Context: an optimization exercise on an open-source flow, tuned for a short achievable clock period and few clock cycles. The choices shown serve that exercise and are no tape-out recipe.
Function was checked by simulation only, so behaviour that the tests miss may differ from the original.
Power and IR drop assume default switching activity.

### design.v
`timescale 1ns / 1ps
module rv32i_cpu (
    input  wire        clk,
    input  wire        reset,
    output wire [31:0] imem_addr,
    input  wire [31:0] imem_rdata,
    output wire [31:0] dmem_addr,
    output wire [31:0] dmem_wdata,
    output wire        dmem_we,
    output wire [3:0]  dmem_be,
    input  wire [31:0] dmem_rdata
);
    reg  [29:0] pc;             
    reg         f_valid;
    reg  [29:0] f_pc;
    reg  [31:0] f_ins;
    reg         e_wr, e_ld, e_st, e_br, e_jalr;    
    reg  [3:0]  e_rd;
    reg  [31:0] e_a, e_b, e_sd, e_pass;
    reg         e_a_m, e_a_w;                      
    reg         e_b_m, e_b_w;                      
    reg         e_d_m, e_d_w;                      
    reg         r_sum, r_xor, r_or, r_and, r_sll, r_sr, r_slt, r_sltu, r_pass;
    reg         e_sub, e_sra;
    reg  [2:0]  e_f3;
    reg         e_pred;                            
    reg  [29:0] e_alt;                             
    reg         m_wr, m_we;
    reg         m_ld;
    reg  [3:0]  m_rd;
    reg  [31:0] m_res;
    reg  [2:0]  m_f3;
    reg  [3:0]  m_be;
    reg  [31:0] m_wdata;
    reg         w_wr;
    reg  [3:0]  w_rd;
    reg  [31:0] w_val;
    reg  [31:0] rf [1:15];
    reg  [15:1] rfv;
    wire        stall;
    wire        ex_redirect;
    wire [29:0] ex_target;
    wire [31:0] fi = imem_rdata;
    wire fi_jal = (fi[6:0] == 7'b1101111);
    wire fi_bbk = (fi[6:0] == 7'b1100011) & fi[31];
    wire [29:0] fi_jimm = {{12{fi[31]}}, fi[19:12], fi[20], fi[30:22]};
    wire [29:0] fi_bimm = {{20{fi[31]}}, fi[7], fi[30:25], fi[11:9]};
    wire [29:0] pc_jal  = pc + fi_jimm;
    wire [29:0] pc_br   = pc + fi_bimm;
    wire [29:0] pc_inc  = pc + 30'd1;
    wire [29:0] pc_pred = fi_jal ? pc_jal : (fi_bbk ? pc_br : pc_inc);
    assign imem_addr = {pc, 2'b00};
    always @(posedge clk or posedge reset) begin
        if (reset)
            pc <= 30'd0;
        else if (ex_redirect)
            pc <= ex_target;
        else if (!stall)
            pc <= pc_pred;
    end
    always @(posedge clk or posedge reset) begin
        if (reset)
            f_valid <= 1'b0;
        else if (ex_redirect)
            f_valid <= 1'b0;
        else if (!stall)
            f_valid <= 1'b1;
    end
    always @(posedge clk) begin
        if (!stall) begin
            f_pc  <= pc;
            f_ins <= fi;
        end
    end
    wire [6:0] op  = f_ins[6:0];
    wire [2:0] f3  = f_ins[14:12];
    wire [3:0] rd  = f_ins[10:7];
    wire [3:0] rs1 = f_ins[18:15];
    wire [3:0] rs2 = f_ins[23:20];
    wire d_r     = (op == 7'b0110011);
    wire d_i     = (op == 7'b0010011);
    wire d_ld    = (op == 7'b0000011);
    wire d_st    = (op == 7'b0100011);
    wire d_br    = (op == 7'b1100011);
    wire d_jal   = (op == 7'b1101111);
    wire d_jalr  = (op == 7'b1100111);
    wire d_lui   = (op == 7'b0110111);
    wire d_auipc = (op == 7'b0010111);
    wire d_wr  = (d_r | d_i | d_ld | d_jal | d_jalr | d_lui | d_auipc) & (rd != 4'd0);
    wire use1  = d_r | d_i | d_ld | d_st | d_br | d_jalr;
    wire use2  = d_r | d_st | d_br;
    wire b_rs2 = d_r | d_br;                  
    wire [31:0] imm_i = {{20{f_ins[31]}}, f_ins[31:20]};
    wire [31:0] imm_s = {{20{f_ins[31]}}, f_ins[31:25], f_ins[11:7]};
    wire [31:0] imm_u = {f_ins[31:12], 12'b0};
    wire [29:0] imm_b = {{20{f_ins[31]}}, f_ins[7], f_ins[30:25], f_ins[11:9]};
    wire [31:0] pc32   = {f_pc, 2'b00};
    wire [31:0] d_pass = d_lui ? imm_u : (d_auipc ? (pc32 + imm_u) : (pc32 + 32'd4));
    wire [29:0] d_alt  = f_ins[31] ? (f_pc + 30'd1) : (f_pc + imm_b);
    wire [31:0] rf1 = (rs1 != 4'd0 && rfv[rs1]) ? rf[rs1] : 32'd0;
    wire [31:0] rf2 = (rs2 != 4'd0 && rfv[rs2]) ? rf[rs2] : 32'd0;
    wire [31:0] d_v1 = (w_wr && w_rd == rs1) ? w_val : rf1;
    wire [31:0] d_v2 = (w_wr && w_rd == rs2) ? w_val : rf2;
    wire a_m = e_wr & (e_rd == rs1);
    wire a_w = ~a_m & m_wr & (m_rd == rs1);
    wire s_m = e_wr & (e_rd == rs2);
    wire s_w = ~s_m & m_wr & (m_rd == rs2);
    assign stall = f_valid & e_ld & ((use1 & (e_rd == rs1)) | (use2 & (e_rd == rs2)));
    wire kill = ex_redirect | stall | ~f_valid;
    always @(posedge clk or posedge reset) begin
        if (reset) begin
            e_wr   <= 1'b0;
            e_ld   <= 1'b0;
            e_st   <= 1'b0;
            e_br   <= 1'b0;
            e_jalr <= 1'b0;
        end else begin
            e_wr   <= d_wr & ~kill;
            e_ld   <= d_ld & d_wr & ~kill;
            e_st   <= d_st & ~kill;
            e_br   <= d_br & ~kill;
            e_jalr <= d_jalr & ~kill;
        end
    end
    always @(posedge clk) begin
        e_rd   <= rd;
        e_a    <= d_v1;
        e_b    <= b_rs2 ? d_v2 : (d_st ? imm_s : imm_i);
        e_sd   <= d_v2;
        e_pass <= d_pass;
        e_a_m  <= a_m;
        e_a_w  <= a_w;
        e_b_m  <= s_m & b_rs2;
        e_b_w  <= s_w & b_rs2;
        e_d_m  <= s_m;
        e_d_w  <= s_w;
        r_sum  <= ((d_r | d_i) & f3 == 3'b000) | d_ld | d_st;
        r_sll  <= (d_r | d_i) & f3 == 3'b001;
        r_slt  <= (d_r | d_i) & f3 == 3'b010;
        r_sltu <= (d_r | d_i) & f3 == 3'b011;
        r_xor  <= (d_r | d_i) & f3 == 3'b100;
        r_sr   <= (d_r | d_i) & f3 == 3'b101;
        r_or   <= (d_r | d_i) & f3 == 3'b110;
        r_and  <= (d_r | d_i) & f3 == 3'b111;
        r_pass <= d_jal | d_jalr | d_lui | d_auipc;
        e_sub  <= d_r & f_ins[30];
        e_sra  <= f_ins[30];
        e_f3   <= f3;
        e_pred <= f_ins[31];
        e_alt  <= d_alt;
    end
    wire [31:0] A  = e_a_m ? m_res : (e_a_w ? w_val : e_a);
    wire [31:0] B  = e_b_m ? m_res : (e_b_w ? w_val : e_b);
    wire [31:0] SD = e_d_m ? m_res : (e_d_w ? w_val : e_sd);
    wire [31:0] sum  = e_sub ? (A - B) : (A + B);
    wire        eq   = (A == B);
    wire        lt   = ($signed(A) < $signed(B));
    wire        ltu  = (A < B);
    wire [4:0]  sh   = B[4:0];
    wire [31:0] sll  = A << sh;
    wire [32:0] sra_in = {e_sra & A[31], A};
    wire [32:0] sr33 = $signed(sra_in) >>> sh;
    wire [31:0] sr   = sr33[31:0];
    wire [31:0] res = ({32{r_sum}}  & sum)
                    | ({32{r_xor}}  & (A ^ B))
                    | ({32{r_or}}   & (A | B))
                    | ({32{r_and}}  & (A & B))
                    | ({32{r_sll}}  & sll)
                    | ({32{r_sr}}   & sr)
                    | ({32{r_slt}}  & {31'd0, lt})
                    | ({32{r_sltu}} & {31'd0, ltu})
                    | ({32{r_pass}} & e_pass);
    reg cond;
    always @(*) begin
        case (e_f3[2:1])
            2'b00:   cond = eq  ^ e_f3[0];
            2'b10:   cond = lt  ^ e_f3[0];
            2'b11:   cond = ltu ^ e_f3[0];
            default: cond = 1'b0;
        endcase
    end
    assign ex_redirect = e_jalr | (e_br & (cond ^ e_pred));
    assign ex_target   = e_jalr ? sum[31:2] : e_alt;
    reg [3:0]  st_be;
    reg [31:0] st_data;
    always @(*) begin
        case (e_f3[1:0])
            2'b00: begin
                st_data = {4{SD[7:0]}};
                st_be   = 4'b0001 << sum[1:0];
            end
            2'b01: begin
                st_data = {2{SD[15:0]}};
                st_be   = sum[1] ? 4'b1100 : 4'b0011;
            end
            default: begin
                st_data = SD;
                st_be   = 4'b1111;
            end
        endcase
    end
    always @(posedge clk or posedge reset) begin
        if (reset) begin
            m_wr <= 1'b0;
            m_we <= 1'b0;
        end else begin
            m_wr <= e_wr;
            m_we <= e_st;
        end
    end
    always @(posedge clk) begin
        m_ld    <= e_ld;
        m_rd    <= e_rd;
        m_res   <= res;
        m_f3    <= e_f3;
        m_be    <= st_be;
        m_wdata <= st_data;
    end
    assign dmem_addr  = m_res;
    assign dmem_wdata = m_wdata;
    assign dmem_we    = m_we;
    assign dmem_be    = m_be;
    reg [31:0] ld_val;
    always @(*) begin
        case (m_f3[1:0])
            2'b00: begin
                case (m_res[1:0])
                    2'b00: ld_val = {{24{~m_f3[2] & dmem_rdata[7]}},  dmem_rdata[7:0]};
                    2'b01: ld_val = {{24{~m_f3[2] & dmem_rdata[15]}}, dmem_rdata[15:8]};
                    2'b10: ld_val = {{24{~m_f3[2] & dmem_rdata[23]}}, dmem_rdata[23:16]};
                    default: ld_val = {{24{~m_f3[2] & dmem_rdata[31]}}, dmem_rdata[31:24]};
                endcase
            end
            2'b01: begin
                if (m_res[1])
                    ld_val = {{16{~m_f3[2] & dmem_rdata[31]}}, dmem_rdata[31:16]};
                else
                    ld_val = {{16{~m_f3[2] & dmem_rdata[15]}}, dmem_rdata[15:0]};
            end
            default: ld_val = dmem_rdata;
        endcase
    end
    always @(posedge clk or posedge reset) begin
        if (reset)
            w_wr <= 1'b0;
        else
            w_wr <= m_wr;
    end
    always @(posedge clk) begin
        w_rd  <= m_rd;
        w_val <= m_ld ? ld_val : m_res;
    end
    always @(posedge clk or posedge reset) begin
        if (reset)
            rfv <= 15'd0;
        else if (w_wr)
            rfv[w_rd] <= 1'b1;
    end
    always @(posedge clk) begin
        if (w_wr)
            rf[w_rd] <= w_val;
    end
endmodule
### run.sh
#!/bin/bash
# synth_recipe.tcl (not shown) runs the flow's synth.tcl, then flattens the netlist and writes it again
# the make line also repeats each setting of config.mk as NAME=value (left out here)
make -C /OpenROAD-flow-scripts/flow DESIGN_CONFIG=/design/flow/config.mk WORK_HOME=/design/flow/orfs CLKGATE_MAP_FILE= SYNTH_SCRIPT=/design/flow/synth_recipe.tcl finish
### config.mk
export PLATFORM = sky130hd
export DESIGN_NAME = rv32i_cpu
export DESIGN_NICKNAME = rv32i_cpu
export VERILOG_FILES = /design/flow/design.v
export SDC_FILE = /design/flow/constraint.sdc
export NUM_CORES = 4
export LEC_CHECK = 0
export ABC_CLOCK_PERIOD_IN_PS = 2500
export CAP_MARGIN = 20
export CORE_MARGIN = 2
export CORE_UTILIZATION = 40
export SETUP_SLACK_MARGIN = 5
export SLEW_MARGIN = 20
### constraint.sdc
create_clock -name core_clock -period 8.0 [get_ports {clk}]
set_input_delay 1.6000 -clock core_clock [delete_from_list [all_inputs] [get_ports {clk}]]
set_output_delay 1.6000 -clock core_clock [all_outputs]
set_load 0.01 [all_outputs]
==> results of run 1 <==
[sequential cells by signal (all words and copies together) (netlist names), 3 cells and up, named ones only]
signal,cells
rf,480
e_a,32
e_b,32
e_sd,32
f_ins,32
m_res,32
m_wdata,32
w_val,32
e_alt,30
e_pass,30
f_pc,30
pc,30
rfv,15
e_rd,4
m_be,4
m_rd,4
w_rd,4
e_f3,3
m_f3,3
[power by group through the flow]
stage	sequential, mW	clock, mW	combinational [mW]
3_3_place_gp	5.99	0	3.34
5_1_grt	5.88	4.84	4.79
4_1_cts	5.84	4.68	4.03
6_report	5.86	4.62	4.49
3_5_place_dp	5.99	0	3.37
2_1_floorplan	5.71	0	2.31
[worst max-delay path, cell delays in order (launching register included)]
cell      delay, ns
dfxtp_4        0.39
buf_4          0.12
buf_6          0.10
mux2i_2        0.22
o21a_2         0.31
ha_4           0.19
fa_2           0.24
o21bai_4       0.07
o211ai_1       0.30
a31oi_2        0.22
a311oi_2       0.36
nor4b_4        0.42
o31ai_4        0.11
o41ai_4        0.07
buf_6          0.19
mux2i_4        0.26
buf_6          0.17
mux2_4         0.30
mux2_4         0.26
[cells by family after synthesis]
family	after synthesis	share of synthesized area [%]
compound gates	1337	17.1
xor+xnor	152	2.61
fa+ha+maj	195	4.85
buf+inv	486	3.75
flops	897	46.3
mux	542	15.7
other cells	1	0.00735
simple gates	1112	9.63
[layer usage]
| metal | GRT usage (%) | up-vias | share of wire, % |
|---|---|---|---|
| met1 | 40.7 | 21100 | 42 |
| met5 | 0 | - | 0.015 |
| met4 | 11.1 | 4 | 4.4 |
| li1 | - | 18400 | - |
| met3 | 5.97 | 390 | 10 |
| met2 | 42.6 | 2315 | 43 |
[stage by stage]
| stage | instance area [sq um] | setup slack [ns] |
|---|---|---|
| 3_3_place_gp | 54600 | 1.63 |
| 3_5_place_dp | 54600 | 1.62 |
| 5_1_grt | 63900 | 3.49 |
| 4_1_cts | 62200 | 3.62 |
| 6_report | 63900 | 3.56 |
| 2_1_floorplan | 51600 | 3.15 |
[cell type report]
class                   instances  area [sq um]
multi-input cells            3341         28400
repair buffers                560          5610
flip-flops and latches        897         23900
diodes                          5          12.5
inverters                     159           609
well taps                    1662          2080
clock inverters                66           678
fillers                     11100         63100
clock buffers                 118          2640
[timing repair]
item                                    4_1_cts  5_1_grt
gates resized for setup                     825      204
pin swaps                                   150      153
gates cloned                                 13        3
endpoints found under the setup margin      333      238
hold endpoints to repair                      0        0
buffers inserted                            209       91
[synthesized netlist by cell type (28+ instances only)]
cell type	instances	area [sq um]
edfxtp_1	542	16300
o211ai_1	56	420
dfrtp_1	54	1350
buf_2	28	140
mux4_2	202	4550
a211oi_1	202	1520
clkbuf_1	229	860
o21ai_0	267	1340
a31oi_1	29	181
o31ai_1	33	248
inv_1	155	582
a21oi_1	327	1640
nand3_1	45	225
mux2i_1	316	3160
xor2_1	71	622
o21a_1	84	631
dfxtp_1	301	6030
and3_1	28	175
ha_1	190	2380
buf_1	60	225
and2_1	30	188
xnor2_1	81	709
a221oi_1	30	263
nor2_1	371	1390
nor3_1	62	310
nand2b_1	36	225
a21o_1	95	713
nand2_1	423	1590
[worst min path at each step]
stage | from | end | cells past startpoint | slack, ns
2_1_floorplan | e_st$_DFF_PP0_ | m_we$_DFF_PP0_ | 0 | 0.33
3_3_place_gp | m_rd[1]$_DFF_P_ | w_rd[1]$_DFF_P_ | 0 | 0.38
3_5_place_dp | e_st$_DFF_PP0_ | m_we$_DFF_PP0_ | 0 | 0.38
4_1_cts | e_rd[0]$_DFF_P_ | m_rd[0]$_DFF_P_ | 0 | 0.39
5_1_grt | m_rd[1]$_DFF_P_ | w_rd[1]$_DFF_P_ | 0 | 0.39
6_report | m_rd[1]$_DFF_P_ | w_rd[1]$_DFF_P_ | 0 | 0.39
==> flow_summary.ini, run 1 <==
[global_route]
grt_usage_pct = 28.6
antenna_found_initial = 9
grt_pass1_vias = 40000
grt_max_degree = 77
grt_overflow_total = 0
grt_pass1_wl_um = 276000

[pwr]
power_density_nw_per_um2 = 234
power.total_mw = 15.0
ir_worst_vdd_uv = 177
p_comb_share_pct = 30.0
static-leakage-power_nw = 24.4
p_int_mw = 9.93
switching_share_pct = 33.7
clkPwrFrac_pct = 30.9
power_switching_mw = 5.04
power_frac_seq_pct = 39.1

[logic_synthesis]
ys_ff_latch = 897
async_reset_ff_share_pct = 6.02
seq_area_frac_synth_pct = 46.3
ys.flop_type = edfxtp_1
synthesis.area_sq_um = 51000
syn_avg_cell_area_sq_um = 10.8
syn_inst = 4722
post_synth_num_cell_types = 86
synth_edf_count = 542
synth_warnings = 1

[critical_path]
cp_max_fo = 5
crit_arrival_ns = 4.99
r2r_start = e_a_w$_DFF_P_
crit_type = reg -> reg
rr_endpoint = pc[16]$_DFFE_PP0P_
setup.worst_path.end = pc[16]$_DFFE_PP0P_
cp_data_required_time_ns = 8.55
critPathLaunchType = register
setup.worst_path.start = e_a_w$_DFF_P_
timing.reg2reg.setup_slack_ns = 3.56
reg2reg_depth = 18
end_kind = register

[outcome]
status = no timing/DRC/antenna violations

[sta]
period_share_pct = 55.4
timing.hold.ws_ns = 0.387
drv_slew = 0
setup_tns_ns = 0
final-hold-violation-count = 0
setup_viol = 0
fmax_mhz = 225
skew_ns = 0.0586
slew_headroom_pct = 21.4
min_period_ns = 4.44
max_slew.worst_pin.slew_ns = 1.18
rsz0062_at_grt = true

[clock_tree]
clock-sinks = 897
htree_levels = 3
cts_tree = yes
clk_pin_slew_ns = 0.07
clk_latency_ns = 0.72
cts_inserted_buffers = 98
clk_path_buf_depth = 3
clockRootBuffer = clkbuf_16
ctsHoldBuffers = 0

[drt]
drt-initial-drc-count = 5638
drtAntennaViolNets = 0
routedWlPerCell_um = 28.5
via_per_inst = 6.20
route.detailed.drc = 0
first_pass_iters = 6
totalWireLength_um = 194000
vias = 42200

[floorplan]
fp.dieH_um = 361
initial_core_util_pct = 40.2
die_x_um = 361
coreArea_sq_um = 127000
std_cell_rows = 131
die-area_sq_um = 130000
ioPinCount = 167

[placement]
dp_cells = 6303
hpwl_um = 128000
io_buffers = 164
routabilityCongestion = 1.02

[finish]
layout-drive-gt1-share_pct = 27.0
mostFrequentLayoutCell = edfxtp_1
fin_util_pct = 50.3
nets = 5318
final_cell_count_no_fill = 6808
layout_common_cells = 542 x edfxtp_1, 410 x nand2_1, 347 x nor2_1
syn2layout_area_growth_pct = 25.3

[worst_hold_path]
hp-class = reg -> reg

[job]
maxCapViolCount = 0
Testbench counts, summed over its fixed seeds: cycles 58,571.
==> run 2: changes to the inputs <==
--- a/design.v
+++ b/design.v
@@ -16,9 +16,10 @@
     reg  [31:0] f_ins;
     reg         e_wr, e_ld, e_st, e_br, e_jalr;    
+    reg         e_jal;                             
     reg  [3:0]  e_rd;
     reg  [31:0] e_a, e_b, e_sd, e_pass;
-    reg         e_a_m, e_a_w;                      
-    reg         e_b_m, e_b_w;                      
-    reg         e_d_m, e_d_w;                      
+    reg         e_a_m;                             
+    reg         e_b_m;                             
+    reg         e_d_m;                             
     reg         r_sum, r_xor, r_or, r_and, r_sll, r_sr, r_slt, r_sltu, r_pass;
     reg         e_sub, e_sra;
@@ -30,4 +31,5 @@
     reg  [3:0]  m_rd;
     reg  [31:0] m_res;
+    reg  [31:0] m_addr;
     reg  [2:0]  m_f3;
     reg  [3:0]  m_be;
@@ -43,11 +45,22 @@
     wire [31:0] fi = imem_rdata;
     wire fi_jal = (fi[6:0] == 7'b1101111);
-    wire fi_bbk = (fi[6:0] == 7'b1100011) & fi[31];
-    wire [29:0] fi_jimm = {{12{fi[31]}}, fi[19:12], fi[20], fi[30:22]};
-    wire [29:0] fi_bimm = {{20{fi[31]}}, fi[7], fi[30:25], fi[11:9]};
-    wire [29:0] pc_jal  = pc + fi_jimm;
-    wire [29:0] pc_br   = pc + fi_bimm;
+    wire fi_br  = (fi[6:0] == 7'b1100011);
+    wire j_short = (fi[30] == fi[31]) & (fi[20] == fi[31]) & (fi[19:12] == {8{fi[31]}});
+    wire b_short = fi[31] & fi[30] & fi[7];
+    wire [7:0]  jlo  = fi[29:22];
+    wire [7:0]  blo  = {fi[29:25], fi[11:9]};
+    wire [8:0]  jsum = {1'b0, pc[7:0]} + {1'b0, jlo};
+    wire [8:0]  bsum = {1'b0, pc[7:0]} + {1'b0, blo};
+    wire [21:0] pchi     = pc[29:8];
+    wire [21:0] pchi_inc = pc[29:8] + 22'd1;
+    wire [21:0] pchi_dec = pc[29:8] - 22'd1;
+    wire [21:0] j_hi = fi[31] ? (jsum[8] ? pchi : pchi_dec) : (jsum[8] ? pchi_inc : pchi);
+    wire [21:0] b_hi = bsum[8] ? pchi : pchi_dec;
+    wire [29:0] t_j  = {j_hi, jsum[7:0]};
+    wire [29:0] t_b  = {b_hi, bsum[7:0]};
+    wire take_j = fi_jal & j_short;
+    wire take_b = fi_br & b_short;
     wire [29:0] pc_inc  = pc + 30'd1;
-    wire [29:0] pc_pred = fi_jal ? pc_jal : (fi_bbk ? pc_br : pc_inc);
+    wire [29:0] pc_pred = take_j ? t_j : (take_b ? t_b : pc_inc);
     assign imem_addr = {pc, 2'b00};
     always @(posedge clk or posedge reset) begin
@@ -94,16 +107,25 @@
     wire [31:0] imm_s = {{20{f_ins[31]}}, f_ins[31:25], f_ins[11:7]};
     wire [31:0] imm_u = {f_ins[31:12], 12'b0};
-    wire [29:0] imm_b = {{20{f_ins[31]}}, f_ins[7], f_ins[30:25], f_ins[11:9]};
+    wire [29:0] imm_bw = {{20{f_ins[31]}}, f_ins[7], f_ins[30:25], f_ins[11:9]};
+    wire [29:0] imm_jw = {{12{f_ins[31]}}, f_ins[19:12], f_ins[20], f_ins[30:22]};
+    wire d_bpred  = f_ins[31] & f_ins[30] & f_ins[7];
+    wire d_jshort = (f_ins[30] == f_ins[31]) & (f_ins[20] == f_ins[31]) &
+                    (f_ins[19:12] == {8{f_ins[31]}});
     wire [31:0] pc32   = {f_pc, 2'b00};
     wire [31:0] d_pass = d_lui ? imm_u : (d_auipc ? (pc32 + imm_u) : (pc32 + 32'd4));
-    wire [29:0] d_alt  = f_ins[31] ? (f_pc + 30'd1) : (f_pc + imm_b);
+    wire [29:0] d_alt  = d_jal ? (f_pc + imm_jw) :
+                         (d_bpred ? (f_pc + 30'd1) : (f_pc + imm_bw));
+    reg  [31:0] ld_val;
+    wire [31:0] mem_val = m_ld ? ld_val : m_res;
     wire [31:0] rf1 = (rs1 != 4'd0 && rfv[rs1]) ? rf[rs1] : 32'd0;
     wire [31:0] rf2 = (rs2 != 4'd0 && rfv[rs2]) ? rf[rs2] : 32'd0;
-    wire [31:0] d_v1 = (w_wr && w_rd == rs1) ? w_val : rf1;
-    wire [31:0] d_v2 = (w_wr && w_rd == rs2) ? w_val : rf2;
-    wire a_m = e_wr & (e_rd == rs1);
-    wire a_w = ~a_m & m_wr & (m_rd == rs1);
-    wire s_m = e_wr & (e_rd == rs2);
-    wire s_w = ~s_m & m_wr & (m_rd == rs2);
+    wire a_mem = m_wr & (m_rd == rs1);
+    wire a_wb  = w_wr & (w_rd == rs1);
+    wire b_mem = m_wr & (m_rd == rs2);
+    wire b_wb  = w_wr & (w_rd == rs2);
+    wire [31:0] d_v1 = a_mem ? mem_val : (a_wb ? w_val : rf1);
+    wire [31:0] d_v2 = b_mem ? mem_val : (b_wb ? w_val : rf2);
+    wire a_ex = e_wr & (e_rd == rs1);
+    wire b_ex = e_wr & (e_rd == rs2);
     assign stall = f_valid & e_ld & ((use1 & (e_rd == rs1)) | (use2 & (e_rd == rs2)));
     wire kill = ex_redirect | stall | ~f_valid;
@@ -115,4 +137,5 @@
             e_br   <= 1'b0;
             e_jalr <= 1'b0;
+            e_jal  <= 1'b0;
         end else begin
             e_wr   <= d_wr & ~kill;
@@ -121,4 +144,5 @@
             e_br   <= d_br & ~kill;
             e_jalr <= d_jalr & ~kill;
+            e_jal  <= d_jal & ~d_jshort & ~kill;
         end
     end
@@ -129,10 +153,7 @@
         e_sd   <= d_v2;
         e_pass <= d_pass;
-        e_a_m  <= a_m;
-        e_a_w  <= a_w;
-        e_b_m  <= s_m & b_rs2;
-        e_b_w  <= s_w & b_rs2;
-        e_d_m  <= s_m;
-        e_d_w  <= s_w;
+        e_a_m  <= a_ex;
+        e_b_m  <= b_ex & b_rs2;
+        e_d_m  <= b_ex;
         r_sum  <= ((d_r | d_i) & f3 == 3'b000) | d_ld | d_st;
         r_sll  <= (d_r | d_i) & f3 == 3'b001;
@@ -147,11 +168,11 @@
         e_sra  <= f_ins[30];
         e_f3   <= f3;
-        e_pred <= f_ins[31];
+        e_pred <= d_bpred;
         e_alt  <= d_alt;
     end
-    wire [31:0] A  = e_a_m ? m_res : (e_a_w ? w_val : e_a);
-    wire [31:0] B  = e_b_m ? m_res : (e_b_w ? w_val : e_b);
-    wire [31:0] SD = e_d_m ? m_res : (e_d_w ? w_val : e_sd);
-    wire [31:0] sum  = e_sub ? (A - B) : (A + B);
+    wire [31:0] A  = e_a_m ? m_res : e_a;
+    wire [31:0] B  = e_b_m ? m_res : e_b;
+    wire [31:0] SD = e_d_m ? m_res : e_sd;
+    wire [31:0] sum  = A + (B ^ {32{e_sub}}) + {31'd0, e_sub};
     wire        eq   = (A == B);
     wire        lt   = ($signed(A) < $signed(B));
@@ -180,5 +201,5 @@
         endcase
     end
-    assign ex_redirect = e_jalr | (e_br & (cond ^ e_pred));
+    assign ex_redirect = e_jalr | e_jal | (e_br & (cond ^ e_pred));
     assign ex_target   = e_jalr ? sum[31:2] : e_alt;
     reg [3:0]  st_be;
@@ -213,17 +234,17 @@
         m_rd    <= e_rd;
         m_res   <= res;
+        m_addr  <= sum;
         m_f3    <= e_f3;
         m_be    <= st_be;
         m_wdata <= st_data;
     end
-    assign dmem_addr  = m_res;
+    assign dmem_addr  = m_addr;
     assign dmem_wdata = m_wdata;
     assign dmem_we    = m_we;
     assign dmem_be    = m_be;
-    reg [31:0] ld_val;
     always @(*) begin
         case (m_f3[1:0])
             2'b00: begin
-                case (m_res[1:0])
+                case (m_addr[1:0])
                     2'b00: ld_val = {{24{~m_f3[2] & dmem_rdata[7]}},  dmem_rdata[7:0]};
                     2'b01: ld_val = {{24{~m_f3[2] & dmem_rdata[15]}}, dmem_rdata[15:8]};
@@ -233,5 +254,5 @@
             end
             2'b01: begin
-                if (m_res[1])
+                if (m_addr[1])
                     ld_val = {{16{~m_f3[2] & dmem_rdata[31]}}, dmem_rdata[31:16]};
                 else
@@ -249,5 +270,5 @@
     always @(posedge clk) begin
         w_rd  <= m_rd;
-        w_val <= m_ld ? ld_val : m_res;
+        w_val <= mem_val;
     end
     always @(posedge clk or posedge reset) begin
==> run 2 against run 1 <==
Clock skew rose by 0.0056 ns. Still clean. Register-to-register slack improved by 0.37 ns. Largest power group unchanged. Highest routed layer unchanged. Clock power increased by 6.9%.
==> flow_summary.ini, run 2 <==
[sta]
rsz0062_at_grt = true
fmax_mhz = 246
skew_ns = 0.0642
max_slew.worst_pin.slew_ns = 1.05
setup_tns_ns = 0
final-hold-violation-count = 0
slew_headroom_pct = 30.2
drv_slew = 0
setup_viol = 0
period_share_pct = 50.8
min_period_ns = 4.06

[logic_synthesis]
synth_warnings = 1
syn_avg_cell_area_sq_um = 10.9
ys_ff_latch = 927
synthesis.area_sq_um = 52200
async_reset_ff_share_pct = 5.93
synth_area_leader_cell = edfxtp_1
synth.area.top_cells = edfxtp_1 31%, dfxtp_1 13%, mux4_2 10%
syn_inst = 4807
ys.flop_type = edfxtp_1
synth_edf_count = 542
synth_top_area_share_pct = 31.2
yosysMostFrequentCell = edfxtp_1
seq_area_frac_synth_pct = 46.4
synth_top_cells_by_count = 542 x edfxtp_1, 496 x nand2_1, 354 x nor2_1, 342 x o21ai_0, 337 x a21oi_1
post_synth_num_cell_types = 90

[clock_tree]
cts_tree = yes
clk_latency_ns = 0.79
htree_levels = 3
clockRootBuffer = clkbuf_16
clk_pin_slew_ns = 0.09
cts_inserted_buffers = 101
clock-sinks = 927
clk_path_buf_depth = 3

[placement]
io_buffers = 164
place_area_sq_um = 56700
hpwl_um = 137000
routabilityCongestion = 1.06

[worst_hold_path]
hold_depth = 0
min-delay-start = e_ld$_DFF_PP0_
hp-class = reg -> reg
hold_path_end = m_ld$_DFF_P_

[global_route]
grt_pass1_wl_um = 298000
grt_usage_pct = 30.9
use_met3_pct = 6.97
grtUsageMet2_pct = 47.9
grt_pass1_vias = 41900
grt_max_degree = 65
grt_overflow_total = 0
met1_usage_pct = 41.0
grt.busiest_layer = met2
antenna_found_initial = 13

[finish]
fillerInstances = 11200
final_cell_area_sq_um = 67800
syn2layout_area_growth_pct = 29.9
layout-drive-gt1-share_pct = 29.8
multi_input_area_sq_um = 30400
layout_common_cells = 542 x edfxtp_1, 474 x nand2_1, 325 x buf_4
largest_reg_flops = 480
nets = 5533
seq_area_sq_um = 24400
largest-register = rf
mostFrequentLayoutCell = edfxtp_1

[critical_path]
cp_data_required_time_ns = 8.58
crit_arrival_ns = 4.64
timing.reg2reg.setup_slack_ns = 3.94
reg2reg_depth = 14
critPathLaunchType = register
end_kind = register
cp_max_fo = 5
rr_endpoint = pc[23]$_DFFE_PP0P_
r2r_start = m_res[10]$_DFF_P_
crit_type = reg -> reg

[floorplan]
std_cell_rows = 132
fp.dieH_um = 365
ioPinCount = 167
die-area_sq_um = 134000
coreArea_sq_um = 129000
initial_core_util_pct = 40.3
die_x_um = 365

[drt]
vias = 44100
first_pass_iters = 6
drtAntennaViolNets = 0
totalWireLength_um = 212000
via_per_inst = 6.22
drt-initial-drc-count = 5488
route.detailed.drc = 0
routedWlPerCell_um = 29.9

[pwr]
static-leakage-power_nw = 25.6
ir_worst_vdd_uv = 170
power_density_nw_per_um2 = 233

[outcome]
status = no timing/DRC/antenna violations

[job]
maxCapViolCount = 0
run 2: changes by cell type in the layout (fill, tap and decap cells not counted), moves of 46 or more:
cell	before	now
a211oi_1	183	65
buf_4	268	325
dfxtp_1	220	307
dfxtp_4	64	14
mux2i_1	303	209
nand2_1	410	474
o21a_1	58	12
run 2: logic make-up after synthesis:
family	synth area share, %
other cells	0.00718
xor+xnor	3.07
fa+ha+maj	5.28
buf+inv	3.64
compound gates	14.8
simple gates	10.6
flops	46.4
mux	16.2
run 2: worst max-delay path by stage:
stage | slack (ns) | endpoint | cells past startpoint | start
final | 3.94 | pc[23]$_DFFE_PP0P_ | 14 | m_res[10]$_DFF_P_
after detailed placement | 2.27 | pc[13]$_DFFE_PP0P_ | 14 | e_a_m$_DFF_P_
after global routing | 3.93 | pc[23]$_DFFE_PP0P_ | 15 | e_a_m$_DFF_P_
after CTS | 4.09 | pc[23]$_DFFE_PP0P_ | 14 | e_b_m$_DFF_P_
after global placement | 2.34 | pc[13]$_DFFE_PP0P_ | 15 | e_a_m$_DFF_P_
after floorplan | 4.25 | pc[21]$_DFFE_PP0P_ | 12 | imem_rdata[22]
run 2: power breakdown:
| part | total, mW | internal [mW] | switching [mW] |
|---|---|---|---|
| clock network | 4.94 | 2.82 | 2.12 |
| logic | 4.94 | 2.13 | 2.81 |
| registers | 5.92 | 5.47 | 0.446 |
| total | 15.8 | 10.4 | 5.38 |
run 2: cell type report:
| type | count | share of cell area (%) |
|---|---|---|
| Sequential cell | 927 | 35.9 |
| Multi-Input combinational cell | 3391 | 44.8 |
| Inverter | 184 | 1.05 |
| Clock buffer | 135 | 4.21 |
| Antenna cell | 5 | 0.0184 |
| Tap cell | 1742 | 3.21 |
| Clock inverter | 56 | 1.05 |
| Timing Repair Buffer | 645 | 9.77 |
run 2: routing by layer:
| layer | part of all wire, % | vias up |
|---|---|---|
| li1 | - | 19000 |
| met1 | 39 | 22000 |
| met2 | 45 | 2582 |
| met3 | 11 | 548 |
| met4 | 5.4 | 4 |
| met5 | 0.011 | - |
run 2: through the flow:
step                total power [mW]  hold WS, ns  cells  setup WS (ns)  utilization [%]
detailed placement              9.68        0.375   6499           2.27             43.8
global route                    16.3        0.388   7082           3.93             52.4
global placement                9.70        0.394   6499           2.34             43.8
floorplan                       8.23        0.331   4808           4.25                -
finish                          15.8        0.378   7085           3.94             52.4
CTS                             15.3        0.376   6968           4.09             50.6
run 2: repair_timing:
action	4_1_cts	5_1_grt
hold buffers	0	0
gates resized for setup	806	298
setup buffers	257	110
cloned	21	2
setup endpoints to repair	339	268
pin swaps	150	138
run 2: worst max-delay path, stage by stage (launching register included):
cell	delay, ns
dfxtp_1	0.73
mux2i_4	0.15
buf_12	0.18
xnor2_1	0.23
ha_4	0.29
a21oi_4	0.16
o2111ai_2	0.19
a211oi_4	0.35
o31ai_4	0.14
a31oi_4	0.27
o21ai_4	0.08
o21a_4	0.24
o41a_1	0.39
xnor2_4	0.32
mux2i_1	0.12
Testbench counts of run 2, summed over its fixed seeds: cycles 58,571.

[re-timing with driven ports]
In the flow no input, the clock included, has a driving cell. The finished layouts below were timed again as built, in two steps.
Step 1 sets driving cells, clkbuf_16 on the clock port and buf_2 on the other inputs (assumed; they add their load-dependent delay and slew).
Step 2, shift: input delay + t, output delay - t, t = (earliest + latest rising clock arrival at the registers) / 2. This alone moves slack from input paths to output paths.
a / b / c = ideal / step 1 / step 2; a / b = the first two.
run | t (ns) | setup slack, ns | worst register clock-pin slew, ns
run 1 | 0.765 | 3.564 / 3.564 / 2.915 | 0.07 / 0.07
run 2 | 0.829 | 3.937 / 3.937 / 3.345 | 0.09 / 0.09
After both steps setup and hold are still met in every run listed. The setup slack of run 1, which loses most, moves by 0.000 ns with the drivers and by -0.649 ns with both steps.
